This design comes from an exercise in tuning for small area on the open sky130 flow, not from production work.
Where RTL was checked, it was by simulation tests only, not by an equivalence proof against the original.
The RTL of run 3 was laid out without a check of its function.
No activity file was given, so power comes from the tool's default toggle rates.

==> flow/design.v <==
module calc_logic(
   input clk,
   input rst,
   input [4:0] keycode,
   input newkey,
   output [15:0] Xdisplay,
   output LED_NEG_digit,
   output LED_OVW
   );
   reg [17:0] X, Y;
   reg [1:0] OP;
   assign Xdisplay = X[15:0];
   assign LED_OVW = X[16];
   assign LED_NEG_digit = X[17];
   wire digit  = newkey & keycode[4];
   wire optr   = newkey & (keycode[4:2] == 3'b010);
   wire clra   = newkey & (keycode == 5'b00100);
   wire equals = newkey & (keycode == 5'b00011);
   wire sqr    = newkey & (keycode == 5'b00001);
   wire chs    = newkey & (keycode == 5'b00010);
   wire eq_add = equals & (OP == 2'b11);
   wire eq_sub = equals & (OP == 2'b10);
   wire eq_mul = equals & (OP == 2'b01);
   wire hold   = ~newkey | (keycode == 5'b00000) | (keycode == 5'b00101) |
                 (keycode == 5'b00110) | (keycode == 5'b00111) |
                 (keycode == 5'b01101) | (keycode == 5'b01110) |
                 (keycode == 5'b01111) | (equals & (OP == 2'b00));
   wire ysel   = eq_add | eq_sub;
   wire c_one  = hold | eq_add | eq_sub | chs;    
   wire c_neg  = eq_sub | chs;                    
   wire [8:0] one, two, neg;
   wire one2_top;
   wire [3:0] C = ({4{ysel}} & Y[3:0]) | ({4{digit}} & keycode[3:0]);
   wire [17:0] B = ({18{sqr}} & X) | ({18{eq_mul}} & Y);
   wire [8:0] e_one, e_two, e_neg;
   calc_benc u_enc (.b(B), .one(e_one), .two(e_two), .neg(e_neg));
   assign one = e_one | {6'b0, digit, 1'b0, c_one};
   assign two = e_two;
   assign neg = e_neg | {8'b0, c_neg};
   assign one2_top = e_one[2];
   wire [17:0] nX = ~X;
   wire [8:0] onen = ~one, twon = ~two;
   wire one2_topn = ~one2_top;
   wire p1, sl2, p3, sl4, p5, sl6, p7, sl8, p9, sl10, p11, sl12, p13, sl14, p15, sl16, p17, sl18, p19, sl20, p21, sl22, p23, sl24, p25, sl26, p27, sl28, p29, sl30, p31, sl32, p33, sl34, p35, sl36, p37, sl38, p39, sl40, p41, p42, p43, p44, p45, p46, p47, p48, p49, p50, p51, p52, p53, p54, p55, sl56, p57, sl58, p59, sl60, p61, sl62, p63, sl64, p65, sl66, p67, sl68, p69, sl70, p71, sl72, p73, sl74, p75, sl76, p77, sl78, p79, sl80, p81, sl82, p83, sl84, p85, sl86, p87, sl88, p89, sl90, p91, sl92, p93, sl94, p95, sl96, p97, sl98, p99, sl100, p101, sl102, p103, sl104, p105, sl106, p107, sl108, p109, sl110, p111, sl112, p113, sl114, p115, sl116, p117, sl118, p119, sl120, p121, sl122, p123, sl124, p125, sl126, p127, sl128, p129, sl130, p131, sl132, p133, sl134, p135, sl136, p137, sl138, p139, sl140, p141, sl142, p143, sl144, p145, sl146, p147, sl148, p149, sl150, p151, sl152, p153, sl154, p155, sl156, p157, sl158, p159, sl160, p161, sl162, p163, sl164, p165, sl166, s167, c168, x169, s170, c171, s172, c173, s174, c175, s176, c177, s178, c179, s180, c181, s182, c183, s184, c185, s186, c187, s188, c189, s190, c191, s192, c193, s194, c195, s196, c197, s198, c199, x200, x201, x202, s203, c204, s205, c206, s207, c208, s209, c210, s211, c212, s213, c214, s215, c216, s217, c218, s219, c220, s221, c222, s223, c224, s225, c226, s227, c228, s229, c230, s231, c232, s233, c234, s235, c236, s237, c238, s239, c240, s241, c242, x243, x244, s245, c246, s247, c248, s249, c250, s251, c252, s253, c254, s255, c256, s257, c258, s259, c260, s261, c262, s263, c264, s265, c266, s267, c268, s269, c270, s271, c272, s273, c274, x275, s276, c277, s278, c279, s280, c281, s282, c283, s284, c285, s286, c287, s288, c289, s290, c291, s292, c293, s294, c295, s296, c297, s298, c299, s300, c301, s302, c303, s304, c305, s306, c307, s308, c309, x310, s311, c312, s313, c314, s315, c316, s317, c318, s319, c320, s321, c322, s323, c324, s325, c326, s327, c328, s329, c330, s331, c332, s333, c334, s335, c336, s337, c338, s339, c340, s341, c342, s343, c344, x345, g346, g347, q348, g349, q350, g351, q352, g353, q354, g355, q356, g357, g358, q359, g360, q361, g362, g363, g364, g365, g366, g367, g368, g369, g370, x371, x372, x373, x374, x375, x376, x377, x378, x379, x380, x381, x382;
   calc_nor2 u_bs0_0 (.a(onen[0]), .b(nX[0]), .y(sl2));
   assign p1 = sl2 ^ neg[0];
   calc_o22ai u_bs1_0 (.a1(onen[0]), .a2(nX[1]), .b1(twon[0]), .b2(nX[0]), .y(sl4));
   assign p3 = sl4 ^ neg[0];
   calc_o22ai u_bs2_0 (.a1(onen[0]), .a2(nX[2]), .b1(twon[0]), .b2(nX[1]), .y(sl6));
   assign p5 = sl6 ^ neg[0];
   calc_o22ai u_bs3_0 (.a1(onen[0]), .a2(nX[3]), .b1(twon[0]), .b2(nX[2]), .y(sl8));
   assign p7 = sl8 ^ neg[0];
   calc_o22ai u_bs4_0 (.a1(onen[0]), .a2(nX[4]), .b1(twon[0]), .b2(nX[3]), .y(sl10));
   assign p9 = sl10 ^ neg[0];
   calc_o22ai u_bs5_0 (.a1(onen[0]), .a2(nX[5]), .b1(twon[0]), .b2(nX[4]), .y(sl12));
   assign p11 = sl12 ^ neg[0];
   calc_o22ai u_bs6_0 (.a1(onen[0]), .a2(nX[6]), .b1(twon[0]), .b2(nX[5]), .y(sl14));
   assign p13 = sl14 ^ neg[0];
   calc_o22ai u_bs7_0 (.a1(onen[0]), .a2(nX[7]), .b1(twon[0]), .b2(nX[6]), .y(sl16));
   assign p15 = sl16 ^ neg[0];
   calc_o22ai u_bs8_0 (.a1(onen[0]), .a2(nX[8]), .b1(twon[0]), .b2(nX[7]), .y(sl18));
   assign p17 = sl18 ^ neg[0];
   calc_o22ai u_bs9_0 (.a1(onen[0]), .a2(nX[9]), .b1(twon[0]), .b2(nX[8]), .y(sl20));
   assign p19 = sl20 ^ neg[0];
   calc_o22ai u_bs10_0 (.a1(onen[0]), .a2(nX[10]), .b1(twon[0]), .b2(nX[9]), .y(sl22));
   assign p21 = sl22 ^ neg[0];
   calc_o22ai u_bs11_0 (.a1(onen[0]), .a2(nX[11]), .b1(twon[0]), .b2(nX[10]), .y(sl24));
   assign p23 = sl24 ^ neg[0];
   calc_o22ai u_bs12_0 (.a1(onen[0]), .a2(nX[12]), .b1(twon[0]), .b2(nX[11]), .y(sl26));
   assign p25 = sl26 ^ neg[0];
   calc_o22ai u_bs13_0 (.a1(onen[0]), .a2(nX[13]), .b1(twon[0]), .b2(nX[12]), .y(sl28));
   assign p27 = sl28 ^ neg[0];
   calc_o22ai u_bs14_0 (.a1(onen[0]), .a2(nX[14]), .b1(twon[0]), .b2(nX[13]), .y(sl30));
   assign p29 = sl30 ^ neg[0];
   calc_o22ai u_bs15_0 (.a1(onen[0]), .a2(nX[15]), .b1(twon[0]), .b2(nX[14]), .y(sl32));
   assign p31 = sl32 ^ neg[0];
   calc_o22ai u_bs16_0 (.a1(onen[0]), .a2(nX[16]), .b1(twon[0]), .b2(nX[15]), .y(sl34));
   assign p33 = sl34 ^ neg[0];
   calc_o22ai u_bs17_0 (.a1(onen[0]), .a2(nX[17]), .b1(twon[0]), .b2(nX[16]), .y(sl36));
   assign p35 = sl36 ^ neg[0];
   calc_nor2 u_bs2_1 (.a(onen[1]), .b(nX[0]), .y(sl38));
   assign p37 = sl38 ^ neg[1];
   calc_o22ai u_bs3_1 (.a1(onen[1]), .a2(nX[1]), .b1(twon[1]), .b2(nX[0]), .y(sl40));
   assign p39 = sl40 ^ neg[1];
   calc_bsel3 u_bs4_1 (.one(one[1]), .two(two[1]), .neg(neg[1]), .ys(ysel), .x1(X[2]), .x2(X[1]), .y(Y[4]), .p(p41));
   calc_bsel3 u_bs5_1 (.one(one[1]), .two(two[1]), .neg(neg[1]), .ys(ysel), .x1(X[3]), .x2(X[2]), .y(Y[5]), .p(p42));
   calc_bsel3 u_bs6_1 (.one(one[1]), .two(two[1]), .neg(neg[1]), .ys(ysel), .x1(X[4]), .x2(X[3]), .y(Y[6]), .p(p43));
   calc_bsel3 u_bs7_1 (.one(one[1]), .two(two[1]), .neg(neg[1]), .ys(ysel), .x1(X[5]), .x2(X[4]), .y(Y[7]), .p(p44));
   calc_bsel3 u_bs8_1 (.one(one[1]), .two(two[1]), .neg(neg[1]), .ys(ysel), .x1(X[6]), .x2(X[5]), .y(Y[8]), .p(p45));
   calc_bsel3 u_bs9_1 (.one(one[1]), .two(two[1]), .neg(neg[1]), .ys(ysel), .x1(X[7]), .x2(X[6]), .y(Y[9]), .p(p46));
   calc_bsel3 u_bs10_1 (.one(one[1]), .two(two[1]), .neg(neg[1]), .ys(ysel), .x1(X[8]), .x2(X[7]), .y(Y[10]), .p(p47));
   calc_bsel3 u_bs11_1 (.one(one[1]), .two(two[1]), .neg(neg[1]), .ys(ysel), .x1(X[9]), .x2(X[8]), .y(Y[11]), .p(p48));
   calc_bsel3 u_bs12_1 (.one(one[1]), .two(two[1]), .neg(neg[1]), .ys(ysel), .x1(X[10]), .x2(X[9]), .y(Y[12]), .p(p49));
   calc_bsel3 u_bs13_1 (.one(one[1]), .two(two[1]), .neg(neg[1]), .ys(ysel), .x1(X[11]), .x2(X[10]), .y(Y[13]), .p(p50));
   calc_bsel3 u_bs14_1 (.one(one[1]), .two(two[1]), .neg(neg[1]), .ys(ysel), .x1(X[12]), .x2(X[11]), .y(Y[14]), .p(p51));
   calc_bsel3 u_bs15_1 (.one(one[1]), .two(two[1]), .neg(neg[1]), .ys(ysel), .x1(X[13]), .x2(X[12]), .y(Y[15]), .p(p52));
   calc_bsel3 u_bs16_1 (.one(one[1]), .two(two[1]), .neg(neg[1]), .ys(ysel), .x1(X[14]), .x2(X[13]), .y(Y[16]), .p(p53));
   calc_bsel3 u_bs17_1 (.one(one[1]), .two(two[1]), .neg(neg[1]), .ys(ysel), .x1(X[15]), .x2(X[14]), .y(Y[17]), .p(p54));
   calc_nor2 u_bs4_2 (.a(onen[2]), .b(nX[0]), .y(sl56));
   assign p55 = sl56 ^ neg[2];
   calc_o22ai u_bs5_2 (.a1(onen[2]), .a2(nX[1]), .b1(twon[2]), .b2(nX[0]), .y(sl58));
   assign p57 = sl58 ^ neg[2];
   calc_o22ai u_bs6_2 (.a1(onen[2]), .a2(nX[2]), .b1(twon[2]), .b2(nX[1]), .y(sl60));
   assign p59 = sl60 ^ neg[2];
   calc_o22ai u_bs7_2 (.a1(onen[2]), .a2(nX[3]), .b1(twon[2]), .b2(nX[2]), .y(sl62));
   assign p61 = sl62 ^ neg[2];
   calc_o22ai u_bs8_2 (.a1(onen[2]), .a2(nX[4]), .b1(twon[2]), .b2(nX[3]), .y(sl64));
   assign p63 = sl64 ^ neg[2];
   calc_o22ai u_bs9_2 (.a1(onen[2]), .a2(nX[5]), .b1(twon[2]), .b2(nX[4]), .y(sl66));
   assign p65 = sl66 ^ neg[2];
   calc_o22ai u_bs10_2 (.a1(onen[2]), .a2(nX[6]), .b1(twon[2]), .b2(nX[5]), .y(sl68));
   assign p67 = sl68 ^ neg[2];
   calc_o22ai u_bs11_2 (.a1(onen[2]), .a2(nX[7]), .b1(twon[2]), .b2(nX[6]), .y(sl70));
   assign p69 = sl70 ^ neg[2];
   calc_o22ai u_bs12_2 (.a1(onen[2]), .a2(nX[8]), .b1(twon[2]), .b2(nX[7]), .y(sl72));
   assign p71 = sl72 ^ neg[2];
   calc_o22ai u_bs13_2 (.a1(onen[2]), .a2(nX[9]), .b1(twon[2]), .b2(nX[8]), .y(sl74));
   assign p73 = sl74 ^ neg[2];
   calc_o22ai u_bs14_2 (.a1(onen[2]), .a2(nX[10]), .b1(twon[2]), .b2(nX[9]), .y(sl76));
   assign p75 = sl76 ^ neg[2];
   calc_o22ai u_bs15_2 (.a1(onen[2]), .a2(nX[11]), .b1(twon[2]), .b2(nX[10]), .y(sl78));
   assign p77 = sl78 ^ neg[2];
   calc_o22ai u_bs16_2 (.a1(onen[2]), .a2(nX[12]), .b1(twon[2]), .b2(nX[11]), .y(sl80));
   assign p79 = sl80 ^ neg[2];
   calc_o22ai u_bs17_2 (.a1(one2_topn), .a2(nX[13]), .b1(twon[2]), .b2(nX[12]), .y(sl82));
   assign p81 = sl82 ^ neg[2];
   calc_nor2 u_bs6_3 (.a(onen[3]), .b(nX[0]), .y(sl84));
   assign p83 = sl84 ^ neg[3];
   calc_o22ai u_bs7_3 (.a1(onen[3]), .a2(nX[1]), .b1(twon[3]), .b2(nX[0]), .y(sl86));
   assign p85 = sl86 ^ neg[3];
   calc_o22ai u_bs8_3 (.a1(onen[3]), .a2(nX[2]), .b1(twon[3]), .b2(nX[1]), .y(sl88));
   assign p87 = sl88 ^ neg[3];
   calc_o22ai u_bs9_3 (.a1(onen[3]), .a2(nX[3]), .b1(twon[3]), .b2(nX[2]), .y(sl90));
   assign p89 = sl90 ^ neg[3];
   calc_o22ai u_bs10_3 (.a1(onen[3]), .a2(nX[4]), .b1(twon[3]), .b2(nX[3]), .y(sl92));
   assign p91 = sl92 ^ neg[3];
   calc_o22ai u_bs11_3 (.a1(onen[3]), .a2(nX[5]), .b1(twon[3]), .b2(nX[4]), .y(sl94));
   assign p93 = sl94 ^ neg[3];
   calc_o22ai u_bs12_3 (.a1(onen[3]), .a2(nX[6]), .b1(twon[3]), .b2(nX[5]), .y(sl96));
   assign p95 = sl96 ^ neg[3];
   calc_o22ai u_bs13_3 (.a1(onen[3]), .a2(nX[7]), .b1(twon[3]), .b2(nX[6]), .y(sl98));
   assign p97 = sl98 ^ neg[3];
   calc_o22ai u_bs14_3 (.a1(onen[3]), .a2(nX[8]), .b1(twon[3]), .b2(nX[7]), .y(sl100));
   assign p99 = sl100 ^ neg[3];
   calc_o22ai u_bs15_3 (.a1(onen[3]), .a2(nX[9]), .b1(twon[3]), .b2(nX[8]), .y(sl102));
   assign p101 = sl102 ^ neg[3];
   calc_o22ai u_bs16_3 (.a1(onen[3]), .a2(nX[10]), .b1(twon[3]), .b2(nX[9]), .y(sl104));
   assign p103 = sl104 ^ neg[3];
   calc_o22ai u_bs17_3 (.a1(onen[3]), .a2(nX[11]), .b1(twon[3]), .b2(nX[10]), .y(sl106));
   assign p105 = sl106 ^ neg[3];
   calc_nor2 u_bs8_4 (.a(onen[4]), .b(nX[0]), .y(sl108));
   assign p107 = sl108 ^ neg[4];
   calc_o22ai u_bs9_4 (.a1(onen[4]), .a2(nX[1]), .b1(twon[4]), .b2(nX[0]), .y(sl110));
   assign p109 = sl110 ^ neg[4];
   calc_o22ai u_bs10_4 (.a1(onen[4]), .a2(nX[2]), .b1(twon[4]), .b2(nX[1]), .y(sl112));
   assign p111 = sl112 ^ neg[4];
   calc_o22ai u_bs11_4 (.a1(onen[4]), .a2(nX[3]), .b1(twon[4]), .b2(nX[2]), .y(sl114));
   assign p113 = sl114 ^ neg[4];
   calc_o22ai u_bs12_4 (.a1(onen[4]), .a2(nX[4]), .b1(twon[4]), .b2(nX[3]), .y(sl116));
   assign p115 = sl116 ^ neg[4];
   calc_o22ai u_bs13_4 (.a1(onen[4]), .a2(nX[5]), .b1(twon[4]), .b2(nX[4]), .y(sl118));
   assign p117 = sl118 ^ neg[4];
   calc_o22ai u_bs14_4 (.a1(onen[4]), .a2(nX[6]), .b1(twon[4]), .b2(nX[5]), .y(sl120));
   assign p119 = sl120 ^ neg[4];
   calc_o22ai u_bs15_4 (.a1(onen[4]), .a2(nX[7]), .b1(twon[4]), .b2(nX[6]), .y(sl122));
   assign p121 = sl122 ^ neg[4];
   calc_o22ai u_bs16_4 (.a1(onen[4]), .a2(nX[8]), .b1(twon[4]), .b2(nX[7]), .y(sl124));
   assign p123 = sl124 ^ neg[4];
   calc_o22ai u_bs17_4 (.a1(onen[4]), .a2(nX[9]), .b1(twon[4]), .b2(nX[8]), .y(sl126));
   assign p125 = sl126 ^ neg[4];
   calc_nor2 u_bs10_5 (.a(onen[5]), .b(nX[0]), .y(sl128));
   assign p127 = sl128 ^ neg[5];
   calc_o22ai u_bs11_5 (.a1(onen[5]), .a2(nX[1]), .b1(twon[5]), .b2(nX[0]), .y(sl130));
   assign p129 = sl130 ^ neg[5];
   calc_o22ai u_bs12_5 (.a1(onen[5]), .a2(nX[2]), .b1(twon[5]), .b2(nX[1]), .y(sl132));
   assign p131 = sl132 ^ neg[5];
   calc_o22ai u_bs13_5 (.a1(onen[5]), .a2(nX[3]), .b1(twon[5]), .b2(nX[2]), .y(sl134));
   assign p133 = sl134 ^ neg[5];
   calc_o22ai u_bs14_5 (.a1(onen[5]), .a2(nX[4]), .b1(twon[5]), .b2(nX[3]), .y(sl136));
   assign p135 = sl136 ^ neg[5];
   calc_o22ai u_bs15_5 (.a1(onen[5]), .a2(nX[5]), .b1(twon[5]), .b2(nX[4]), .y(sl138));
   assign p137 = sl138 ^ neg[5];
   calc_o22ai u_bs16_5 (.a1(onen[5]), .a2(nX[6]), .b1(twon[5]), .b2(nX[5]), .y(sl140));
   assign p139 = sl140 ^ neg[5];
   calc_o22ai u_bs17_5 (.a1(onen[5]), .a2(nX[7]), .b1(twon[5]), .b2(nX[6]), .y(sl142));
   assign p141 = sl142 ^ neg[5];
   calc_nor2 u_bs12_6 (.a(onen[6]), .b(nX[0]), .y(sl144));
   assign p143 = sl144 ^ neg[6];
   calc_o22ai u_bs13_6 (.a1(onen[6]), .a2(nX[1]), .b1(twon[6]), .b2(nX[0]), .y(sl146));
   assign p145 = sl146 ^ neg[6];
   calc_o22ai u_bs14_6 (.a1(onen[6]), .a2(nX[2]), .b1(twon[6]), .b2(nX[1]), .y(sl148));
   assign p147 = sl148 ^ neg[6];
   calc_o22ai u_bs15_6 (.a1(onen[6]), .a2(nX[3]), .b1(twon[6]), .b2(nX[2]), .y(sl150));
   assign p149 = sl150 ^ neg[6];
   calc_o22ai u_bs16_6 (.a1(onen[6]), .a2(nX[4]), .b1(twon[6]), .b2(nX[3]), .y(sl152));
   assign p151 = sl152 ^ neg[6];
   calc_o22ai u_bs17_6 (.a1(onen[6]), .a2(nX[5]), .b1(twon[6]), .b2(nX[4]), .y(sl154));
   assign p153 = sl154 ^ neg[6];
   calc_nor2 u_bs14_7 (.a(onen[7]), .b(nX[0]), .y(sl156));
   assign p155 = sl156 ^ neg[7];
   calc_o22ai u_bs15_7 (.a1(onen[7]), .a2(nX[1]), .b1(twon[7]), .b2(nX[0]), .y(sl158));
   assign p157 = sl158 ^ neg[7];
   calc_o22ai u_bs16_7 (.a1(onen[7]), .a2(nX[2]), .b1(twon[7]), .b2(nX[1]), .y(sl160));
   assign p159 = sl160 ^ neg[7];
   calc_o22ai u_bs17_7 (.a1(onen[7]), .a2(nX[3]), .b1(twon[7]), .b2(nX[2]), .y(sl162));
   assign p161 = sl162 ^ neg[7];
   calc_nor2 u_bs16_8 (.a(onen[8]), .b(nX[0]), .y(sl164));
   assign p163 = sl164 ^ neg[8];
   calc_o22ai u_bs17_8 (.a1(onen[8]), .a2(nX[1]), .b1(twon[8]), .b2(nX[0]), .y(sl166));
   assign p165 = sl166 ^ neg[8];
   calc_ha u_ha1 (.a(neg[8]), .b(p33), .s(s167), .co(c168));
   assign x169 = p35 ^ p54;
   calc_ha u_ha2 (.a(neg[5]), .b(p21), .s(s170), .co(c171));
   calc_ha u_ha3 (.a(p23), .b(p48), .s(s172), .co(c173));
   calc_fa u_fa4 (.a(neg[6]), .b(p25), .c(p49), .s(s174), .co(c175));
   calc_ha u_ha5 (.a(p71), .b(p95), .s(s176), .co(c177));
   calc_fa u_fa6 (.a(p27), .b(p50), .c(p73), .s(s178), .co(c179));
   calc_ha u_ha7 (.a(p97), .b(p117), .s(s180), .co(c181));
   calc_fa u_fa8 (.a(neg[7]), .b(p29), .c(p51), .s(s182), .co(c183));
   calc_fa u_fa9 (.a(p75), .b(p99), .c(p119), .s(s184), .co(c185));
   calc_ha u_ha10 (.a(p135), .b(p147), .s(s186), .co(c187));
   calc_fa u_fa11 (.a(p31), .b(p52), .c(p77), .s(s188), .co(c189));
   calc_fa u_fa12 (.a(p101), .b(p121), .c(p137), .s(s190), .co(c191));
   calc_ha u_ha13 (.a(p149), .b(p157), .s(s192), .co(c193));
   calc_fa u_fa14 (.a(p53), .b(p79), .c(p103), .s(s194), .co(c195));
   calc_fa u_fa15 (.a(p123), .b(p139), .c(p151), .s(s196), .co(c197));
   calc_fa u_fa16 (.a(p159), .b(p163), .c(s167), .s(s198), .co(c199));
   assign x200 = p81 ^ p105 ^ p125;
   assign x201 = p141 ^ p153 ^ p161;
   assign x202 = p165 ^ c168 ^ x169;
   calc_ha u_ha17 (.a(neg[3]), .b(p13), .s(s203), .co(c204));
   calc_ha u_ha18 (.a(p15), .b(p44), .s(s205), .co(c206));
   calc_fa u_fa19 (.a(neg[4]), .b(p17), .c(p45), .s(s207), .co(c208));
   calc_ha u_ha20 (.a(p63), .b(p87), .s(s209), .co(c210));
   calc_fa u_fa21 (.a(p19), .b(p46), .c(p65), .s(s211), .co(c212));
   calc_ha u_ha22 (.a(p89), .b(p109), .s(s213), .co(c214));
   calc_fa u_fa23 (.a(p47), .b(p67), .c(p91), .s(s215), .co(c216));
   calc_fa u_fa24 (.a(p111), .b(p127), .c(s170), .s(s217), .co(c218));
   calc_fa u_fa25 (.a(p69), .b(p93), .c(p113), .s(s219), .co(c220));
   calc_fa u_fa26 (.a(p129), .b(c171), .c(s172), .s(s221), .co(c222));
   calc_fa u_fa27 (.a(p115), .b(p131), .c(p143), .s(s223), .co(c224));
   calc_fa u_fa28 (.a(c173), .b(s176), .c(s174), .s(s225), .co(c226));
   calc_fa u_fa29 (.a(p133), .b(p145), .c(c177), .s(s227), .co(c228));
   calc_fa u_fa30 (.a(s180), .b(c175), .c(s178), .s(s229), .co(c230));
   calc_fa u_fa31 (.a(p155), .b(c181), .c(s186), .s(s231), .co(c232));
   calc_fa u_fa32 (.a(c179), .b(s182), .c(s184), .s(s233), .co(c234));
   calc_fa u_fa33 (.a(c187), .b(s192), .c(c183), .s(s235), .co(c236));
   calc_fa u_fa34 (.a(c185), .b(s188), .c(s190), .s(s237), .co(c238));
   calc_fa u_fa35 (.a(c193), .b(c189), .c(c191), .s(s239), .co(c240));
   calc_fa u_fa36 (.a(s194), .b(s196), .c(s198), .s(s241), .co(c242));
   assign x243 = c195 ^ c197 ^ x200;
   assign x244 = x201 ^ c199 ^ x202;
   calc_ha u_ha37 (.a(C[2]), .b(neg[1]), .s(s245), .co(c246));
   calc_ha u_ha38 (.a(C[3]), .b(p7), .s(s247), .co(c248));
   calc_fa u_fa39 (.a(neg[2]), .b(p9), .c(p41), .s(s249), .co(c250));
   calc_ha u_ha40 (.a(p11), .b(p42), .s(s251), .co(c252));
   calc_fa u_fa41 (.a(p43), .b(p59), .c(p83), .s(s253), .co(c254));
   calc_fa u_fa42 (.a(p61), .b(p85), .c(c204), .s(s255), .co(c256));
   calc_fa u_fa43 (.a(p107), .b(c206), .c(s209), .s(s257), .co(c258));
   calc_fa u_fa44 (.a(c210), .b(s213), .c(c208), .s(s259), .co(c260));
   calc_fa u_fa45 (.a(c214), .b(c212), .c(s215), .s(s261), .co(c262));
   calc_fa u_fa46 (.a(c216), .b(s219), .c(c218), .s(s263), .co(c264));
   calc_fa u_fa47 (.a(c220), .b(s223), .c(c222), .s(s265), .co(c266));
   calc_fa u_fa48 (.a(c224), .b(s227), .c(c226), .s(s267), .co(c268));
   calc_fa u_fa49 (.a(c228), .b(s231), .c(c230), .s(s269), .co(c270));
   calc_fa u_fa50 (.a(c232), .b(s235), .c(c234), .s(s271), .co(c272));
   calc_fa u_fa51 (.a(c236), .b(s239), .c(c238), .s(s273), .co(c274));
   assign x275 = c240 ^ x243 ^ c242;
   calc_ha u_ha52 (.a(C[0]), .b(neg[0]), .s(s276), .co(c277));
   calc_ha u_ha53 (.a(C[1]), .b(p3), .s(s278), .co(c279));
   calc_fa u_fa54 (.a(p5), .b(p37), .c(s245), .s(s280), .co(c281));
   calc_fa u_fa55 (.a(c246), .b(p39), .c(s247), .s(s282), .co(c283));
   calc_fa u_fa56 (.a(p55), .b(c248), .c(s249), .s(s284), .co(c285));
   calc_fa u_fa57 (.a(p57), .b(s251), .c(c250), .s(s286), .co(c287));
   calc_fa u_fa58 (.a(c252), .b(s203), .c(s253), .s(s288), .co(c289));
   calc_fa u_fa59 (.a(s205), .b(c254), .c(s255), .s(s290), .co(c291));
   calc_fa u_fa60 (.a(s207), .b(c256), .c(s257), .s(s292), .co(c293));
   calc_fa u_fa61 (.a(s211), .b(c258), .c(s259), .s(s294), .co(c295));
   calc_fa u_fa62 (.a(s217), .b(c260), .c(s261), .s(s296), .co(c297));
   calc_fa u_fa63 (.a(s221), .b(c262), .c(s263), .s(s298), .co(c299));
   calc_fa u_fa64 (.a(s225), .b(c264), .c(s265), .s(s300), .co(c301));
   calc_fa u_fa65 (.a(s229), .b(c266), .c(s267), .s(s302), .co(c303));
   calc_fa u_fa66 (.a(s233), .b(c268), .c(s269), .s(s304), .co(c305));
   calc_fa u_fa67 (.a(s237), .b(c270), .c(s271), .s(s306), .co(c307));
   calc_fa u_fa68 (.a(s241), .b(c272), .c(s273), .s(s308), .co(c309));
   assign x310 = x244 ^ c274 ^ x275;
   calc_ha u_ha69 (.a(p1), .b(s276), .s(s311), .co(c312));
   calc_fa u_fa70 (.a(c277), .b(s278), .c(c312), .s(s313), .co(c314));
   calc_fa u_fa71 (.a(c279), .b(s280), .c(c314), .s(s315), .co(c316));
   calc_fa u_fa72 (.a(c281), .b(s282), .c(c316), .s(s317), .co(c318));
   calc_fa u_fa73 (.a(c283), .b(s284), .c(c318), .s(s319), .co(c320));
   calc_fa u_fa74 (.a(s286), .b(c285), .c(c320), .s(s321), .co(c322));
   calc_ha u_ha75 (.a(c287), .b(s288), .s(s323), .co(c324));
   calc_ha u_ha76 (.a(c289), .b(s290), .s(s325), .co(c326));
   calc_ha u_ha77 (.a(c291), .b(s292), .s(s327), .co(c328));
   calc_ha u_ha78 (.a(c293), .b(s294), .s(s329), .co(c330));
   calc_ha u_ha79 (.a(c295), .b(s296), .s(s331), .co(c332));
   calc_ha u_ha80 (.a(c297), .b(s298), .s(s333), .co(c334));
   calc_ha u_ha81 (.a(c299), .b(s300), .s(s335), .co(c336));
   calc_ha u_ha82 (.a(c301), .b(s302), .s(s337), .co(c338));
   calc_ha u_ha83 (.a(c303), .b(s304), .s(s339), .co(c340));
   calc_ha u_ha84 (.a(c305), .b(s306), .s(s341), .co(c342));
   calc_ha u_ha85 (.a(c307), .b(s308), .s(s343), .co(c344));
   assign x345 = c309 ^ x310;
   assign g346 = c324 | (s323 & c322);
   assign g347 = c328 | (s327 & c326);
   assign q348 = s327 & s325;
   assign g349 = c332 | (s331 & c330);
   assign q350 = s331 & s329;
   assign g351 = c336 | (s335 & c334);
   assign q352 = s335 & s333;
   assign g353 = c340 | (s339 & c338);
   assign q354 = s339 & s337;
   assign g355 = c344 | (s343 & c342);
   assign q356 = s343 & s341;
   assign g357 = g347 | (q348 & g346);
   assign g358 = g351 | (q352 & g349);
   assign q359 = q352 & q350;
   assign g360 = g355 | (q356 & g353);
   assign q361 = q356 & q354;
   assign g362 = g358 | (q359 & g357);
   assign g363 = g360 | (q361 & g362);
   assign g364 = g349 | (q350 & g357);
   assign g365 = g353 | (q354 & g362);
   assign g366 = c326 | (s325 & g346);
   assign g367 = c330 | (s329 & g357);
   assign g368 = c334 | (s333 & g364);
   assign g369 = c338 | (s337 & g362);
   assign g370 = c342 | (s341 & g365);
   assign x371 = s323 ^ c322;
   assign x372 = s325 ^ g346;
   assign x373 = s327 ^ g366;
   assign x374 = s329 ^ g357;
   assign x375 = s331 ^ g367;
   assign x376 = s333 ^ g364;
   assign x377 = s335 ^ g368;
   assign x378 = s337 ^ g362;
   assign x379 = s339 ^ g369;
   assign x380 = s341 ^ g365;
   assign x381 = s343 ^ g370;
   assign x382 = x345 ^ g363;
   wire [17:0] nextX = {x382, x381, x380, x379, x378, x377, x376, x375, x374, x373, x372, x371, s321, s319, s317, s315, s313, s311};
   always @(posedge clk or posedge rst)
      if (rst) begin
         X <= 18'b0;
         OP <= 2'b0;
      end else begin
         X <= nextX;
         if (optr | clra) OP <= clra ? 2'b00 : keycode[1:0];
      end
   always @(posedge clk)
      if (optr) Y <= X;
endmodule
module calc_benc(input [17:0] b, output [8:0] one, output [8:0] two, output [8:0] neg);
   wire [18:0] bb = {b, 1'b0};
   genvar j;
   generate for (j = 0; j < 9; j = j + 1) begin : g_enc
      assign one[j] = bb[2*j+1] ^ bb[2*j];
      assign two[j] = (bb[2*j+2] & ~bb[2*j+1] & ~bb[2*j]) | (~bb[2*j+2] & bb[2*j+1] & bb[2*j]);
      assign neg[j] = bb[2*j+2];
   end endgenerate
endmodule
module calc_fa(input a, input b, input c, output s, output co);
   assign s = a ^ b ^ c;
   assign co = (a & b) | (a & c) | (b & c);
endmodule
module calc_ha(input a, input b, output s, output co);
   assign s = a ^ b;
   assign co = a & b;
endmodule
module calc_bsel(input one, input two, input neg, input x1, input x2, output p);
   assign p = ((one & x1) | (two & x2)) ^ neg;
endmodule
module calc_nor2(input a, input b, output y);
   assign y = ~(a | b);
endmodule
module calc_o22ai(input a1, input a2, input b1, input b2, output y);
   assign y = ~((a1 | a2) & (b1 | b2));
endmodule
module calc_ao22n(input a1, input b1, input a2, input b2, output y);
   assign y = ~((a1 & b1) | (a2 & b2));
endmodule
module calc_bsel3(input one, input two, input neg, input ys, input x1, input x2, input y, output p);
   assign p = ((one & x1) | (two & x2) | (ys & y)) ^ neg;
endmodule
==> flow/run.sh <==
#!/bin/bash
# synth_recipe.tcl (not shown) runs the flow's synth.tcl, then flattens the netlist and writes it again
# the make line also repeats each setting of config.mk as NAME=value (left out here)
make -C /OpenROAD-flow-scripts/flow DESIGN_CONFIG=/design/flow/config.mk WORK_HOME=/design/flow/orfs CLKGATE_MAP_FILE= SYNTH_SCRIPT=/design/flow/synth_recipe.tcl finish
==> flow/config.mk <==
export PLATFORM = sky130hd
export DESIGN_NAME = calc_logic
export DESIGN_NICKNAME = calc_logic
export VERILOG_FILES = /design/flow/design.v
export SDC_FILE = /design/flow/constraint.sdc
export NUM_CORES = 4
export LEC_CHECK = 0
export CAP_MARGIN = 20
export CORE_MARGIN = 2
export CORE_UTILIZATION = 40
export CTS_BUF_LIST = sky130_fd_sc_hd__clkbuf_8
export SLEW_MARGIN = 20
export SYNTH_HIERARCHICAL = 1
export SYNTH_MINIMUM_KEEP_SIZE = 0
==> flow/constraint.sdc <==
create_clock -name core_clock -period 8.0 [get_ports {clk}]
set_input_delay 1.6000 -clock core_clock [delete_from_list [all_inputs] [get_ports {clk}]]
set_output_delay 1.6000 -clock core_clock [all_outputs]
set_load 0.01 [all_outputs]
==> metrics.cfg, run 1 <==
[cts]
clkTransAtPathRegs_ns = 0.08
postCtsSetupRepairBufs = 0
clkLatencyLatePin_ns = 0.31
ctsResizeCount = 0
htree_levels = 2
numCtsBuffers = 5
clock_sinks = 38
cts_max_path_buffers = 2
root_buffer = clkbuf_8
cts_tree = yes
ctsHoldBuffers = 0

[routing]
wl_per_cell_um = 19.7
drc = 0
via_count = 4031
first_pass_iters = 7
postRouteAntennaNets = 0
vias_per_cell = 5.73
wl_um = 13800
drt_iter0_drc = 393

[global_routing]
grt_pass1_wl_um = 22700
grt_max_degree = 21
antenna_found_initial = 0
grt_overflow = 0
grt_pass1_vias = 4198
grt_usage_pct = 20.6

[job]
max_cap_violations = 0

[pwr]
vdd.ir_drop.worst_mv = 0.109
totalPowerFinal_mw = 1.09
p_per_area_nw_per_um2 = 187
p_leak_nw = 2.81

[floorplanning]
num_rows = 41
die_y_um = 118
die_area_um2 = 14000
start_util_pct = 41.2
io_pins = 26
die_w_um = 118
coreArea_um2 = 12700

[timing]
fin_crit_ns = 7.45
timing.slew.headroom_pct = 37.4
setup_tns_ns = 0
skew_ns = 0.00754
timing.fmax_mhz = 134
grt_setup_unrepaired = no
setup_viol = 0
hold_viol = 0
layout_setup_ws_ns = 0.545
tightestPinTransition_ns = 0.940
fin_crit_sh_pct = 93.2
final_max_slew_viol_count = 0

[hold_path]
hp-class = flip-flop to flip-flop

[run_status]
status = timing/DRC/antenna clean

[critical_path]
cp_max_fo = 8
worstPathRequired_ns = 8.23
endpoint_kind = flip-flop
cp.arrival_ns = 7.69
critPathLaunchType = input pin
critPathKind = input pin to flip-flop

[final_layout]
finalInstanceArea_um2 = 5850
areaGrowthSynthToFinish_pct = 11.6
fin_nets = 629
drive_gt1_share_pct = 7.91
n_antenna_cell = 0
final_util_pct = 46.0

[synthesis]
yosys-top-cells-count = o22ai_1, xor2_1, xnor2_1, fa_1, inv_1
netlist_area_um2 = 5240
syn_area_per_cell_um2 = 10.6
yosysSeqAreaShare_pct = 19.9
synth-main-ff-cell = dfrtp_1
synth_cells = 496
async_flop_share_pct = 52.6
synth_top_area_share_pct = 21.8
synth_edf_count = 18
synth_largest_area_cell = fa_1
synth.most_common_cell = o22ai_1
synth_fp_nets = 595
synthTopCellsByArea = fa_1, edfxtp_1, xor2_1, xnor2_1, dfrtp_1
synth-seq-cells = 38
ys_types = 43
yosys_warnings = 7

[placed_design]
finalWeightedCongestion = 0.911
placedInstanceArea_um2 = 5740
place.port_buffers = 25
dp_hpwl_um = 10700
pre_cts_slack_ns = 0.0827

## kinds of logic (layout without fill, tap and decap cells)
family                   after synthesis  after routing  synth area share, %
XOR/XNOR                             120            120                 20.2
multiplexers                           2              2                0.430
buffers and inverters                 63             98                 5.92
flip-flops                            38             38                 19.9
adder cells (fa/ha/maj)               91             91                 29.9
AO/OA/AOI/OAI                        130            130                 17.8
AND/OR/NAND/NOR                       52             52                 5.90
## registers in the layout (all words and copies together), names as in the netlist
signal / count
X: 18
Y: 18
OP: 2
## final timing paths
kind	startpoint	to	slack (ns)	cells past startpoint
min reg2reg	OP[1]	OP[1]	0.53	1
max	keycode[3]	X[16]	0.55	26
max reg2reg	OP[1]	X[16]	2.27	24
max in group asynchronous	rst	X[7]	5.65	2
min	OP[1]	OP[1]	0.53	1
min in group asynchronous	rst	OP[1]	1.79	2
## layout make-up
type | count | area, um2
fill | 1272 | 6870
clock buffer | 5 | 68.8
timing repair buffer | 50 | 438
inverter | 40 | 150
clock inverter | 3 | 37.5
tap | 172 | 215
sequential | 38 | 1040
multi-input combinational | 395 | 3900
## placed cells by master (no fill, tap or decap), types with 2 or more instances in the layout
cell type	Yosys	routed
a32o_1	4	4
a21oi_1	4	3
nand2_1	5	5
inv_1	40	42
dfrtp_1	20	20
clkbuf_8	0	5
o22ai_1	68	68
buf_4	12	25
o21ai_1	7	7
nor2_1	18	18
o21ai_0	4	4
mux2_2	2	2
clkdlybuf4s50_1	0	25
edfxtp_1	18	18
a222oi_1	14	14
and3b_1	2	2
fa_1	57	57
ha_1	34	34
xor2_1	60	60
xnor2_1	59	59
a21oi_2	1	2
nand3b_1	7	7
o21a_1	3	3
nand2b_1	8	8
nor2b_1	4	4
a22o_1	18	18
## critical path, cell delays in order
cell	delay [ns]
clkdlybuf4s50_1	0.54
nor4b_4	0.27
and2_4	0.19
nand2_1	0.10
nor2_4	0.18
buf_4	0.18
a22o_1	0.19
xor2_1	0.29
inv_1	0.11
nor2_1	0.12
xor2_1	0.21
fa_1	0.46
fa_1	0.42
fa_1	0.39
fa_1	0.39
fa_1	0.37
ha_1	0.19
or2_1	0.25
a21oi_1	0.15
o21bai_1	0.10
a31o_2	0.33
nor2_1	0.11
o21ai_0	0.08
ha_1	0.19
nor2_1	0.12
xnor2_1	0.12
## routing by layer
| metal | up-vias | GRT usage (%) | part of all wire, % |
|---|---|---|---|
| met5 | - | 0 | 0 |
| met4 | 0 | 5.43 | 2.0 |
| met3 | 21 | 2.99 | 6.1 |
| met2 | 147 | 32.1 | 45 |
| met1 | 2014 | 30.0 | 47 |
| li1 | 1849 | - | - |
## modules after synthesis (local to each module, per instance)
| module | cells inside | flops+latches |
|---|---|---|
| calc_logic | 264 | 38 |
| calc_benc | 43 | 0 |
| calc_fa | 1 | 0 |
| calc_bsel3 | 2 | 0 |
| calc_ha | 1 | 0 |
| calc_o22ai | 1 | 0 |
| calc_nor2 | 1 | 0 |
## report_power, final
part	switching [mW]	internal [mW]
Combinational	0.330	0.256
Clock	0.0740	0.0908
Sequential	0.0816	0.262
## metrics by stage
stage	instances	hold slack, ns
3_3_place_gp	695	0.497
2_1_floorplan	496	0.479
4_1_cts	703	0.531
5_1_grt	703	0.553
3_5_place_dp	695	0.502
6_report	703	0.528
==> run 2, diff against run 1 <==
==> flow/flow/run.sh (new file) <==
#!/bin/bash
# Standard ORFS layout (the standard.sh, standard synthesis unchanged) with three
# layout-only tweaks: plain buf_1 port buffers, no CTS dummy loads, and a power/area
# recovery pass (downsizing of gates off the critical path) after global routing.
set -euo pipefail
bash standard.sh \
  "BUFFER_PORTS_ARGS=-buffer_cell sky130_fd_sc_hd__buf_1" \
  "CTS_ARGS=-sink_clustering_enable -repair_clock_nets -buf_list sky130_fd_sc_hd__clkbuf_8 -dont_use_dummy_load" \
  "RECOVER_POWER=100" \
  finish > flow_make.log 2>&1
==> flow/standard.sh (new file) <==
#!/bin/bash
# synth_recipe.tcl (not shown) runs the flow's synth.tcl, then flattens the netlist and writes it again
# the make line also repeats each setting of config.mk as NAME=value (left out here)
make -C /OpenROAD-flow-scripts/flow DESIGN_CONFIG=/design/flow/config.mk WORK_HOME=/design/flow/orfs CLKGATE_MAP_FILE= SYNTH_SCRIPT=/design/flow/synth_recipe.tcl "${@:-finish}"
removed: flow/run.sh
==> run 2 against run 1 <==
Compared with the run above: synthesized cell count unchanged; first-iteration DRC count grew 2.8%; combinational power shrank 8.5%; count of clock-buffer cells in the layout did not move; maximum frequency grew 1.2%; clock power is 25% lower; worst hold slack better by 0.014 ns; sequential share of layout area rose by 0.88 points; critical path depth is 4 lower.
==> metrics.cfg, run 2 <==
[synthesis]
synthTopCellsByArea = fa_1, edfxtp_1, xor2_1, xnor2_1, dfrtp_1  ; unchanged
synth-main-ff-cell = dfrtp_1  ; unchanged
yosys-top-cells-count = o22ai_1, xor2_1, xnor2_1, fa_1, inv_1  ; unchanged
synth_cells = 496  ; unchanged
synth_fp_nets = 595  ; unchanged
synth.most_common_cell = o22ai_1  ; unchanged
yosysSeqAreaShare_pct = 19.9  ; unchanged
netlist_area_um2 = 5240  ; unchanged
yosys_warnings = 7  ; unchanged
synth_top_area_share_pct = 21.8  ; unchanged
synth_largest_area_cell = fa_1  ; unchanged
synth-seq-cells = 38  ; unchanged
ys_types = 43  ; unchanged
syn_area_per_cell_um2 = 10.6  ; unchanged
synth_edf_count = 18  ; unchanged
async_flop_share_pct = 52.6  ; unchanged

[critical_path]
cp.arrival_ns = 7.54  ; was 7.69 ns
cp_top_family = adder cells  ; unchanged
cpMostUsedCell = fa_1  ; unchanged
r2r-end = X[17]  ; was X[16]
endpoint_kind = flip-flop  ; unchanged
critical_path.startpoint = keycode[4]  ; was keycode[3]
critPathMaxStageDelay_ns = 0.65  ; was 0.54 ns
r2r-start = OP[1]  ; unchanged
worstPathRequired_ns = 8.17  ; was 8.23 ns
cp.depth = 22  ; was 26
critPathLaunchType = input pin  ; unchanged
r2r_setup_slack_ns = 2.29  ; was 2.27 ns
critPathKind = input pin to flip-flop  ; unchanged
cp_slowest_cell = a21oi_1  ; was clkdlybuf4s50_1
cp_cell_sequence = clkbuf_1 -> nor4b_4 -> and2_0 -> nand2_1 -> nor2_4 -> buf_4 -> a22o_1 -> xor2_1 -> a21oi_1 -> buf_4 -> o22ai_1 -> xor2_1 -> ha_1 -> fa_1 -> fa_1 -> fa_1 -> ha_1 -> a21oi_1 -> a21boi_0 -> o21a_1 -> o32ai_1 -> xnor2_1
crit_end = X[17]  ; was X[16]
reg2reg_depth = 20  ; was 24
cp_max_fo = 10  ; was 8
path_buf_inv = 3  ; unchanged

[pwr]
p_per_area_nw_per_um2 = 181  ; was 187 nW/um2
p_leak_nw = 2.67  ; was 2.81 nW
clockPowerShare_pct = 12.3  ; was 15.1%
switching_power_uw = 486  ; was 485 uW
intPower_uw = 524  ; was 609 uW
vdd.ir_drop.worst_mv = 0.0823  ; was 0.109 mV
p_comb_share_pct = 53.1  ; was 53.6%
netSwitchingFraction_pct = 48.1  ; was 44.4%
power_frac_seq_pct = 34.6  ; was 31.4%

[final_layout]
fin_nets = 620  ; was 629
areaGrowthSynthToFinish_pct = 6.38  ; was 11.6%
fill_cells = 1268  ; was 1,272
final_cell_mix = o22ai_1, xor2_1, xnor2_1, fa_1, inv_1  ; unchanged
n_antenna_cell = 0  ; unchanged
final_util_pct = 43.8  ; was 46.0%
layout.cells.non_filler = 691  ; was 703
reg.largest.list = X (18), Y (18), OP (2)  ; unchanged
final_common_cell = o22ai_1  ; unchanged
multi_input_area_um2 = 3880  ; was 3900 um2
drive_gt1_share_pct = 5.39  ; was 7.91%
finalInstanceArea_um2 = 5570  ; was 5850 um2
ff_latch_area_um2 = 1040  ; unchanged

[routing]
wl_um = 13900  ; was 13,800 um
wl_per_cell_um = 20.1  ; was 19.7 um
drc = 0  ; unchanged
via_count = 3983  ; was 4,031
vias_per_cell = 5.76  ; was 5.73
postRouteAntennaNets = 0  ; unchanged
drt_iter0_drc = 404  ; was 393
first_pass_iters = 6  ; was 7

[global_routing]
grt_usage_pct = 20.4  ; was 20.6%
grt_pass1_wl_um = 22400  ; was 22,700 um
grt_pass1_vias = 4043  ; was 4,198
grt_overflow = 0  ; unchanged
met1_usage_pct = 29.9  ; was 30.0%
antenna_found_initial = 0  ; unchanged
top_usage_layer = met2  ; unchanged
grt_max_degree = 21  ; unchanged
grtUsageMet2_pct = 31.4  ; was 32.1%
grt_util_met3_pct = 3.33  ; was 2.99%

[timing]
final_max_slew_viol_count = 0  ; unchanged
skew_ns = 0.0127  ; was 0.00754 ns
timing.fmax_mhz = 136  ; was 134 MHz
setup_tns_ns = 0  ; unchanged
setup_viol = 0  ; unchanged
timing.slew.headroom_pct = 38.2  ; was 37.4%
grt_setup_unrepaired = no  ; unchanged
fin_crit_sh_pct = 92.1  ; was 93.2%
hold_viol = 0  ; unchanged
holdWs_ns = 0.542  ; was 0.528 ns
tightestPinTransition_ns = 0.926  ; was 0.940 ns
fin_crit_ns = 7.37  ; was 7.45 ns

[placed_design]
dp_cells = 686  ; was 695
place.port_buffers = 25  ; unchanged
placedInstanceArea_um2 = 5510  ; was 5740 um2
dp_hpwl_um = 10600  ; was 10,700 um
finalWeightedCongestion = 0.864  ; was 0.911

[cts]
ctsHoldBuffers = 0  ; unchanged
clkLatencyLatePin_ns = 0.30  ; was 0.31 ns
clock_sinks = 38  ; unchanged
htree_levels = 2  ; unchanged
cts_tree = yes  ; unchanged
clkTransAtPathRegs_ns = 0.07  ; was 0.08 ns
ctsResizeCount = 0  ; unchanged
cts_max_path_buffers = 2  ; unchanged
postCtsSetupRepairBufs = 0  ; unchanged
root_buffer = clkbuf_8  ; unchanged
numCtsBuffers = 5  ; unchanged

[floorplanning]
die_w_um = 118  ; unchanged
die_y_um = 118  ; unchanged
io_pins = 26  ; unchanged
num_rows = 41  ; unchanged
die_area_um2 = 14000  ; unchanged
start_util_pct = 41.2  ; unchanged
coreArea_um2 = 12700  ; unchanged

[hold_path]
hp-class = flip-flop to flip-flop  ; unchanged

[job]
max_cap_violations = 0  ; unchanged

[run_status]
status = timing/DRC/antenna clean  ; unchanged

==> run 2: how the worst min path moves through the flow <==
| stage | start | endpoint | slack [ns] | depth (start not counted) |
|---|---|---|---|---|
| final | OP[1] | OP[1] | 0.54 | 1 |
| after global routing | OP[0] | OP[0] | 0.57 | 1 |
| after CTS | OP[1] | OP[1] | 0.54 | 1 |
| after detailed placement | OP[1] | OP[1] | 0.51 | 1 |
| after global placement | OP[1] | OP[1] | 0.50 | 1 |
| after floorplan | OP[1] | OP[1] | 0.48 | 1 |
==> run 2: cell type report <==
class / instances / share of cell area [%]
clock buffers: 5 / 1.23
inverters: 40 / 2.69
flip-flops and latches: 38 / 18.7
multi-input cells: 395 / 69.7
well taps: 172 / 3.86
repair buffers: 41 / 3.84
==> run 2: per-module statistics from Yosys (local to each module, per instance) <==
module	area [um2]	cells
calc_logic	2730	264
calc_fa	20.0	1
calc_nor2	3.75	1
calc_bsel3	18.8	2
calc_ha	12.5	1
calc_o22ai	6.26	1
calc_benc	299	43
==> run 2: layer usage <==
layer,up-vias,part of all wire (%)
li1,1823,-
met1,1977,45
met2,161,46
met3,22,6.5
met4,0,2.0
met5,-,0
==> run 2: power by group through the flow <==
stage               combinational, mW  sequential [mW]  clock, mW
floorplan                       0.359            0.328          0
global placement                0.526            0.354          0
detailed placement              0.531            0.353          0
CTS                             0.539            0.349      0.129
global route                    0.595            0.355      0.136
finish                          0.536            0.349      0.124
==> run 2: logic make-up (layout without fill, tap and decap cells) <==
logic type / after synthesis / after routing / synth area share, %
AOI/OAI and AO/OA: 130 / 130 / 17.8
buffers and inverters: 63 / 86 / 5.92
DFF: 38 / 38 / 19.9
xor gates and xnor gates: 120 / 120 / 20.2
and+or+nand+nor: 52 / 52 / 5.90
muxes: 2 / 2 / 0.430
adders and majority gates: 91 / 91 / 29.9
==> run 2: per-stage QoR <==
stage               setup WS [ns]  total power [mW]
global placement            0.583             0.879
CTS                         0.756              1.02
floorplan                   0.537             0.687
finish                      0.632              1.01
detailed placement          0.432             0.884
global route                0.160              1.09
==> run 3, diff against run 2 <==
--- a/flow/design.v
+++ b/flow/design.v
@@ -41,7 +41,7 @@
    wire [17:0] nX = ~X;
    wire [8:0] onen = ~one, twon = ~two;
    wire one2_topn = ~one2_top;
-   wire p1, sl2, p3, sl4, p5, sl6, p7, sl8, p9, sl10, p11, sl12, p13, sl14, p15, sl16, p17, sl18, p19, sl20, p21, sl22, p23, sl24, p25, sl26, p27, sl28, p29, sl30, p31, sl32, p33, sl34, p35, sl36, p37, sl38, p39, sl40, p41, p42, p43, p44, p45, p46, p47, p48, p49, p50, p51, p52, p53, p54, p55, sl56, p57, sl58, p59, sl60, p61, sl62, p63, sl64, p65, sl66, p67, sl68, p69, sl70, p71, sl72, p73, sl74, p75, sl76, p77, sl78, p79, sl80, p81, sl82, p83, sl84, p85, sl86, p87, sl88, p89, sl90, p91, sl92, p93, sl94, p95, sl96, p97, sl98, p99, sl100, p101, sl102, p103, sl104, p105, sl106, p107, sl108, p109, sl110, p111, sl112, p113, sl114, p115, sl116, p117, sl118, p119, sl120, p121, sl122, p123, sl124, p125, sl126, p127, sl128, p129, sl130, p131, sl132, p133, sl134, p135, sl136, p137, sl138, p139, sl140, p141, sl142, p143, sl144, p145, sl146, p147, sl148, p149, sl150, p151, sl152, p153, sl154, p155, sl156, p157, sl158, p159, sl160, p161, sl162, p163, sl164, p165, sl166, s167, c168, x169, s170, c171, s172, c173, s174, c175, s176, c177, s178, c179, s180, c181, s182, c183, s184, c185, s186, c187, s188, c189, s190, c191, s192, c193, s194, c195, s196, c197, s198, c199, x200, x201, x202, s203, c204, s205, c206, s207, c208, s209, c210, s211, c212, s213, c214, s215, c216, s217, c218, s219, c220, s221, c222, s223, c224, s225, c226, s227, c228, s229, c230, s231, c232, s233, c234, s235, c236, s237, c238, s239, c240, s241, c242, x243, x244, s245, c246, s247, c248, s249, c250, s251, c252, s253, c254, s255, c256, s257, c258, s259, c260, s261, c262, s263, c264, s265, c266, s267, c268, s269, c270, s271, c272, s273, c274, x275, s276, c277, s278, c279, s280, c281, s282, c283, s284, c285, s286, c287, s288, c289, s290, c291, s292, c293, s294, c295, s296, c297, s298, c299, s300, c301, s302, c303, s304, c305, s306, c307, s308, c309, x310, s311, c312, s313, c314, s315, c316, s317, c318, s319, c320, s321, c322, s323, c324, s325, c326, s327, c328, s329, c330, s331, c332, s333, c334, s335, c336, s337, c338, s339, c340, s341, c342, s343, c344, x345, g346, g347, q348, g349, q350, g351, q352, g353, q354, g355, q356, g357, g358, q359, g360, q361, g362, g363, g364, g365, g366, g367, g368, g369, g370, x371, x372, x373, x374, x375, x376, x377, x378, x379, x380, x381, x382;
+   wire p1, sl2, p3, sl4, p5, sl6, p7, sl8, p9, sl10, p11, sl12, p13, sl14, p15, sl16, p17, sl18, p19, sl20, p21, sl22, p23, sl24, p25, sl26, p27, sl28, p29, sl30, p31, sl32, p33, sl34, p35, sl36, p37, sl38, p39, sl40, p41, p42, p43, p44, p45, p46, p47, p48, p49, p50, p51, p52, p53, p54, p55, sl56, p57, sl58, p59, sl60, p61, sl62, p63, sl64, p65, sl66, p67, sl68, p69, sl70, p71, sl72, p73, sl74, p75, sl76, p77, sl78, p79, sl80, p81, sl82, p83, sl84, p85, sl86, p87, sl88, p89, sl90, p91, sl92, p93, sl94, p95, sl96, p97, sl98, p99, sl100, p101, sl102, p103, sl104, p105, sl106, p107, sl108, p109, sl110, p111, sl112, p113, sl114, p115, sl116, p117, sl118, p119, sl120, p121, sl122, p123, sl124, p125, sl126, p127, sl128, p129, sl130, p131, sl132, p133, sl134, p135, sl136, p137, sl138, p139, sl140, p141, sl142, p143, sl144, p145, sl146, p147, sl148, p149, sl150, p151, sl152, p153, sl154, p155, sl156, p157, sl158, p159, sl160, p161, sl162, p163, sl164, p165, sl166, s167, c168, x169, s170, c171, s172, c173, s174, c175, s176, c177, s178, c179, s180, c181, s182, c183, s184, c185, s186, c187, s188, c189, s190, c191, s192, c193, s194, c195, s196, c197, s198, c199, x200, x201, x202, s203, c204, s205, c206, s207, c208, s209, c210, s211, c212, s213, c214, s215, c216, s217, c218, s219, c220, s221, c222, s223, c224, s225, c226, s227, c228, s229, c230, s231, c232, s233, c234, s235, c236, s237, c238, s239, c240, s241, c242, x243, x244, s245, c246, s247, c248, s249, c250, s251, c252, s253, c254, s255, c256, s257, c258, s259, c260, s261, c262, s263, c264, s265, c266, s267, c268, s269, c270, s271, c272, s273, c274, x275, s276, c277, s278, c279, s280, c281, s282, c283, s284, c285, s286, c287, s288, c289, s290, c291, s292, c293, s294, c295, s296, c297, s298, c299, s300, c301, s302, c303, s304, c305, s306, c307, s308, c309, x310, s311, c312, s313, c314, s315, c316, s317, c318, s319, c320, s321, c322, s323, c324, s325, c326, s327, c328, s329, c330, s331, c332, s333, c334, s335, c336, s337, c338, s339, c340, s341, c342, s343, c344, x345, g346, g347, q348, g349, q350, g351, q352, g353, q354, g355, g356, q357, g358, g359, g360, g361, g362, g363, g364, x365, x366, x367, x368, x369, x370, x371, x372, x373, x374;
    calc_nor2 u_bs0_0 (.a(onen[0]), .b(nX[0]), .y(sl2));
    assign p1 = sl2 ^ neg[0];
    calc_o22ai u_bs1_0 (.a1(onen[0]), .a2(nX[1]), .b1(twon[0]), .b2(nX[0]), .y(sl4));
@@ -290,8 +290,8 @@
    calc_fa u_fa72 (.a(c281), .b(s282), .c(c316), .s(s317), .co(c318));
    calc_fa u_fa73 (.a(c283), .b(s284), .c(c318), .s(s319), .co(c320));
    calc_fa u_fa74 (.a(s286), .b(c285), .c(c320), .s(s321), .co(c322));
-   calc_ha u_ha75 (.a(c287), .b(s288), .s(s323), .co(c324));
-   calc_ha u_ha76 (.a(c289), .b(s290), .s(s325), .co(c326));
+   calc_fa u_fa75 (.a(c287), .b(s288), .c(c322), .s(s323), .co(c324));
+   calc_fa u_fa76 (.a(c289), .b(s290), .c(c324), .s(s325), .co(c326));
    calc_ha u_ha77 (.a(c291), .b(s292), .s(s327), .co(c328));
    calc_ha u_ha78 (.a(c293), .b(s294), .s(s329), .co(c330));
    calc_ha u_ha79 (.a(c295), .b(s296), .s(s331), .co(c332));
@@ -302,44 +302,36 @@
    calc_ha u_ha84 (.a(c305), .b(s306), .s(s341), .co(c342));
    calc_ha u_ha85 (.a(c307), .b(s308), .s(s343), .co(c344));
    assign x345 = c309 ^ x310;
-   assign g346 = c324 | (s323 & c322);
-   assign g347 = c328 | (s327 & c326);
-   assign q348 = s327 & s325;
-   assign g349 = c332 | (s331 & c330);
-   assign q350 = s331 & s329;
-   assign g351 = c336 | (s335 & c334);
-   assign q352 = s335 & s333;
-   assign g353 = c340 | (s339 & c338);
-   assign q354 = s339 & s337;
-   assign g355 = c344 | (s343 & c342);
-   assign q356 = s343 & s341;
-   assign g357 = g347 | (q348 & g346);
-   assign g358 = g351 | (q352 & g349);
-   assign q359 = q352 & q350;
-   assign g360 = g355 | (q356 & g353);
-   assign q361 = q356 & q354;
-   assign g362 = g358 | (q359 & g357);
-   assign g363 = g360 | (q361 & g362);
-   assign g364 = g349 | (q350 & g357);
-   assign g365 = g353 | (q354 & g362);
-   assign g366 = c326 | (s325 & g346);
-   assign g367 = c330 | (s329 & g357);
-   assign g368 = c334 | (s333 & g364);
-   assign g369 = c338 | (s337 & g362);
-   assign g370 = c342 | (s341 & g365);
-   assign x371 = s323 ^ c322;
-   assign x372 = s325 ^ g346;
-   assign x373 = s327 ^ g366;
-   assign x374 = s329 ^ g357;
-   assign x375 = s331 ^ g367;
-   assign x376 = s333 ^ g364;
-   assign x377 = s335 ^ g368;
-   assign x378 = s337 ^ g362;
-   assign x379 = s339 ^ g369;
-   assign x380 = s341 ^ g365;
-   assign x381 = s343 ^ g370;
-   assign x382 = x345 ^ g363;
-   wire [17:0] nextX = {x382, x381, x380, x379, x378, x377, x376, x375, x374, x373, x372, x371, s321, s319, s317, s315, s313, s311};
+   assign g346 = c328 | (s327 & c326);
+   assign g347 = c332 | (s331 & c330);
+   assign q348 = s331 & s329;
+   assign g349 = c336 | (s335 & c334);
+   assign q350 = s335 & s333;
+   assign g351 = c340 | (s339 & c338);
+   assign q352 = s339 & s337;
+   assign g353 = c344 | (s343 & c342);
+   assign q354 = s343 & s341;
+   assign g355 = g347 | (q348 & g346);
+   assign g356 = g351 | (q352 & g349);
+   assign q357 = q352 & q350;
+   assign g358 = g356 | (q357 & g355);
+   assign g359 = g349 | (q350 & g355);
+   assign g360 = g353 | (q354 & g358);
+   assign g361 = c330 | (s329 & g346);
+   assign g362 = c334 | (s333 & g355);
+   assign g363 = c338 | (s337 & g359);
+   assign g364 = c342 | (s341 & g358);
+   assign x365 = s327 ^ c326;
+   assign x366 = s329 ^ g346;
+   assign x367 = s331 ^ g361;
+   assign x368 = s333 ^ g355;
+   assign x369 = s335 ^ g362;
+   assign x370 = s337 ^ g359;
+   assign x371 = s339 ^ g363;
+   assign x372 = s341 ^ g358;
+   assign x373 = s343 ^ g364;
+   assign x374 = x345 ^ g360;
+   wire [17:0] nextX = {x374, x373, x372, x371, x370, x369, x368, x367, x366, x365, s325, s323, s321, s319, s317, s315, s313, s311};
    always @(posedge clk or posedge rst)
       if (rst) begin
          X <= 18'b0;
==> flow/run.sh (new file) <==
#!/bin/bash
# synth_recipe.tcl (not shown) runs the flow's synth.tcl, then flattens the netlist and writes it again
# the make line also repeats each setting of config.mk as NAME=value (left out here)
make -C /OpenROAD-flow-scripts/flow DESIGN_CONFIG=/design/flow/config.mk WORK_HOME=/design/flow/orfs CLKGATE_MAP_FILE= SYNTH_SCRIPT=/design/flow/synth_recipe.tcl finish
--- a/flow/config.mk
+++ b/flow/config.mk
@@ -7,7 +7,7 @@
 export LEC_CHECK = 0
 export CAP_MARGIN = 20
 export CORE_MARGIN = 2
-export CORE_UTILIZATION = 40
+export CORE_UTILIZATION = 65
 export CTS_BUF_LIST = sky130_fd_sc_hd__clkbuf_8
 export SLEW_MARGIN = 20
 export SYNTH_HIERARCHICAL = 1
removed: flow/flow/run.sh
removed: flow/standard.sh
==> run 3 against run 2 <==
Compared with the run above: combinational power rose by 9.0%; clock power rose by about 20%; final area rose by 6.8%; utilization rose by 33 points; sequential power fell by 1%; sequential share of layout area fell by 1.2 points; clock skew fell by 0.0018 ns; die area fell by 38%; worst hold slack improved by 0.019 ns; critical endpoint is now X[16]; largest power group unchanged.
==> metrics.cfg, run 3 <==
[synthesis]
yosysSeqAreaShare_pct = 20.0  ; was 19.9%
yosys-top-cells-count = o22ai_1, xor2_1, fa_1, xnor2_1, inv_1  ; was o22ai_1, xor2_1, xnor2_1, fa_1, inv_1
synth_largest_area_cell = fa_1  ; unchanged
synth_edf_count = 18  ; unchanged
synth.most_common_cell = o22ai_1  ; unchanged
synth-seq-cells = 38  ; unchanged
synth_cells = 492  ; was 496
synth_top_area_share_pct = 22.7  ; was 21.8%
syn_area_per_cell_um2 = 10.6  ; about the same
yosys_warnings = 7  ; unchanged
synth-main-ff-cell = dfrtp_1  ; unchanged
synth_fp_nets = 590  ; was 595
synthTopCellsByArea = fa_1, edfxtp_1, xor2_1, xnor2_1, dfrtp_1  ; unchanged
netlist_area_um2 = 5200  ; was 5240 um2
async_flop_share_pct = 52.6  ; unchanged
ys_types = 42  ; was 43

[timing]
setup_tns_ns = 0  ; unchanged
timing.fmax_mhz = 132  ; was 136 MHz
setup_viol = 0  ; unchanged
hold_viol = 0  ; unchanged
skew_ns = 0.0109  ; was 0.0127 ns
holdWs_ns = 0.561  ; was 0.542 ns
final_max_slew_viol_count = 0  ; unchanged
tightestPinTransition_ns = 0.709  ; was 0.926 ns
timing.slew.headroom_pct = 52.7  ; was 38.2%
fin_crit_ns = 7.60  ; was 7.37 ns
fin_crit_sh_pct = 94.9  ; was 92.1%

[global_routing]
grt_overflow = 0  ; unchanged
grt_usage_pct = 35.7  ; was 20.4%
grt_pass1_wl_um = 23800  ; was 22,400 um
antenna_found_initial = 0  ; unchanged
grt_max_degree = 21  ; unchanged
grt_pass1_vias = 4378  ; was 4,043

[routing]
via_count = 4322  ; was 3,983
wl_per_cell_um = 22.2  ; was 20.1 um
first_pass_iters = 8  ; was 6
wl_um = 14400  ; was 13,900 um
drc = 0  ; unchanged
drt_iter0_drc = 530  ; was 404
vias_per_cell = 6.68  ; was 5.76
postRouteAntennaNets = 0  ; unchanged

[critical_path]
cp_max_fo = 14  ; was 10
critPathKind = input pin to flip-flop  ; unchanged
cp_slowest_cell = fa_1  ; was a21oi_1
worstPathRequired_ns = 8.23  ; was 8.17 ns
cp.arrival_ns = 7.82  ; was 7.54 ns
critPathLaunchType = input pin  ; unchanged
path_buf_inv = 3  ; unchanged
cpMostUsedCell = fa_1  ; unchanged
critPathMaxStageDelay_ns = 0.51  ; was 0.65 ns
cp_top_family = adder cells  ; unchanged
endpoint_kind = flip-flop  ; unchanged

[placed_design]
finalWeightedCongestion = 0.922  ; was 0.864
place.port_buffers = 25  ; unchanged
dp_cells = 637  ; was 686
dp_hpwl_um = 11000  ; was 10,600 um

[cts]
numCtsBuffers = 5  ; unchanged
root_buffer = clkbuf_8  ; unchanged
clkLatencyLatePin_ns = 0.30  ; about the same
clock_sinks = 38  ; unchanged
cts_max_path_buffers = 2  ; unchanged
clkTransAtPathRegs_ns = 0.09  ; was 0.07 ns
cts_tree = yes  ; unchanged
ctsHoldBuffers = 0  ; unchanged
htree_levels = 2  ; unchanged

[pwr]
p_leak_nw = 2.87  ; was 2.67 nW
intPower_uw = 582  ; was 524 uW
power_frac_seq_pct = 32.0  ; was 34.6%
switching_power_uw = 497  ; was 486 uW
netSwitchingFraction_pct = 46.0  ; was 48.1%
vdd.ir_drop.worst_mv = 0.155  ; was 0.0823 mV
clockPowerShare_pct = 13.8  ; was 12.3%
p_comb_share_pct = 54.2  ; was 53.1%
p_per_area_nw_per_um2 = 181  ; about the same

[final_layout]
areaGrowthSynthToFinish_pct = 14.4  ; was 6.38%
fill_cells = 558  ; was 1,268
layout.cells.non_filler = 647  ; was 691
drive_gt1_share_pct = 13.0  ; was 5.39%
final_common_cell = o22ai_1  ; unchanged
reg.largest.list = X (18), Y (18), OP (2)  ; unchanged
fin_nets = 642  ; was 620
n_antenna_cell = 0  ; unchanged
final_cell_mix = o22ai_1, xor2_1, xnor2_1, fa_1, buf_4  ; was o22ai_1, xor2_1, xnor2_1, fa_1, inv_1

[floorplanning]
num_rows = 32  ; was 41
coreArea_um2 = 7730  ; was 12,700 um2
io_pins = 26  ; unchanged
start_util_pct = 67.3  ; was 41.2%
die_area_um2 = 8730  ; was 14,000 um2
die_y_um = 93.5  ; was 118 um
die_w_um = 93.5  ; was 118 um

[hold_path]
hp-class = flip-flop to flip-flop  ; unchanged

[run_status]
status = timing/DRC/antenna clean  ; unchanged

[job]
max_cap_violations = 0  ; unchanged

## run 3: logic make-up (layout without fill, tap and decap cells)
group / Yosys count / count (layout) / synth area share, %
buffers and inverters: 62 / 115 / 5.75
DFF: 38 / 38 / 20.0
AOI/OAI and AO/OA: 129 / 129 / 17.6
and+or+nand+nor: 54 / 54 / 6.25
xor gates and xnor gates: 119 / 119 / 20.2
adders and majority gates: 90 / 90 / 30.2
## run 3: stage by stage
stage	total power [mW]	utilization, %	area [um2]	setup slack, ns
final	1.08	77.0	5950	0.404
after global routing	1.14	77.0	5950	-0.00827
after CTS	1.06	76.0	5870	0.152
after detailed placement	0.903	74.7	5770	-0.158
after global placement	0.896	74.7	5770	-0.0126
after floorplan	0.658	-	5220	0.0472
## run 3: power by group through the flow
stage | clock [mW] | sequential (mW) | combinational (mW)
floorplan | 0 | 0.324 | 0.334
global placement | 0 | 0.342 | 0.554
detailed placement | 0 | 0.344 | 0.559
CTS | 0.151 | 0.341 | 0.569
global route | 0.159 | 0.348 | 0.637
finish | 0.149 | 0.345 | 0.584
## run 3: timing repair
item | 4_1_cts | 5_1_grt
setup buffers | 0 | 1
gates resized for setup | 0 | 13
setup endpoints to repair | 0 | 5
## run 3: worst paths after layout
kind | startpoint | end | slack (ns) | depth (start not counted)
worst max-delay path | keycode[4] | X[16] | 0.40 | 27
worst min-delay path | X[0] | Y[0] | 0.56 | 0
worst max register to register | OP[1] | X[16] | 1.85 | 27
worst min register to register | X[0] | Y[0] | 0.56 | 0
max in group asynchronous | rst | X[8] | 5.94 | 3
min in group asynchronous | rst | X[13] | 1.60 | 2
## run 3: cell type report
class	count	area [um2]	share of cell area (%)
Multi-Input combinational cell	392	3930	66.0
Sequential cell	38	1040	17.5
Timing Repair Buffer	68	612	10.3
Inverter	39	146	2.46
Tap cell	102	128	2.15
Clock buffer	6	82.6	1.39
Clock inverter	2	12.5	0.210
## run 3: modules after synthesis (local to each module, per instance)
module      flip-flops and latches  copies in the design  cell area [um2]  cells inside
calc_ha                          0                    26             12.5             1
calc_bsel3                       0                    14             18.8             2
calc_nor2                        0                     9             3.75             1
calc_fa                          0                    59             20.0             1
calc_logic                      38                     1             2680           260
calc_benc                        0                     1              299            43
calc_o22ai                       0                    67             6.26             1
## run 3: routing by layer
metal	global-route usage (%)	vias up	part of all wire, %
met3	4.92	44	10
met1	52.7	2133	41
met5	0	-	0
li1	-	1868	-
met2	57.0	277	47
met4	6.86	0	2.2

[what the ideal ports hide]
In the flow no input, the clock included, has a driving cell. The finished layouts below were timed again as built, in two steps. Step 1 assumes that a clkbuf_16 drives the clock port and a buf_2 every other input. Step 2, shift: input delay + t, output delay - t, t = (earliest + latest rising clock arrival at the registers) / 2. This alone moves slack from input paths to output paths. Slacks: ideal ports / drivers / drivers and shift; pairs: ideal ports / drivers.
run	t (ns)	setup WS [ns]
run 1	0.336	0.545 / 0.553 / 0.218
run 2	0.325	0.632 / 0.639 / 0.315
run 3	0.324	0.404 / 0.407 / 0.084
After both steps setup and hold are still met in every run listed.
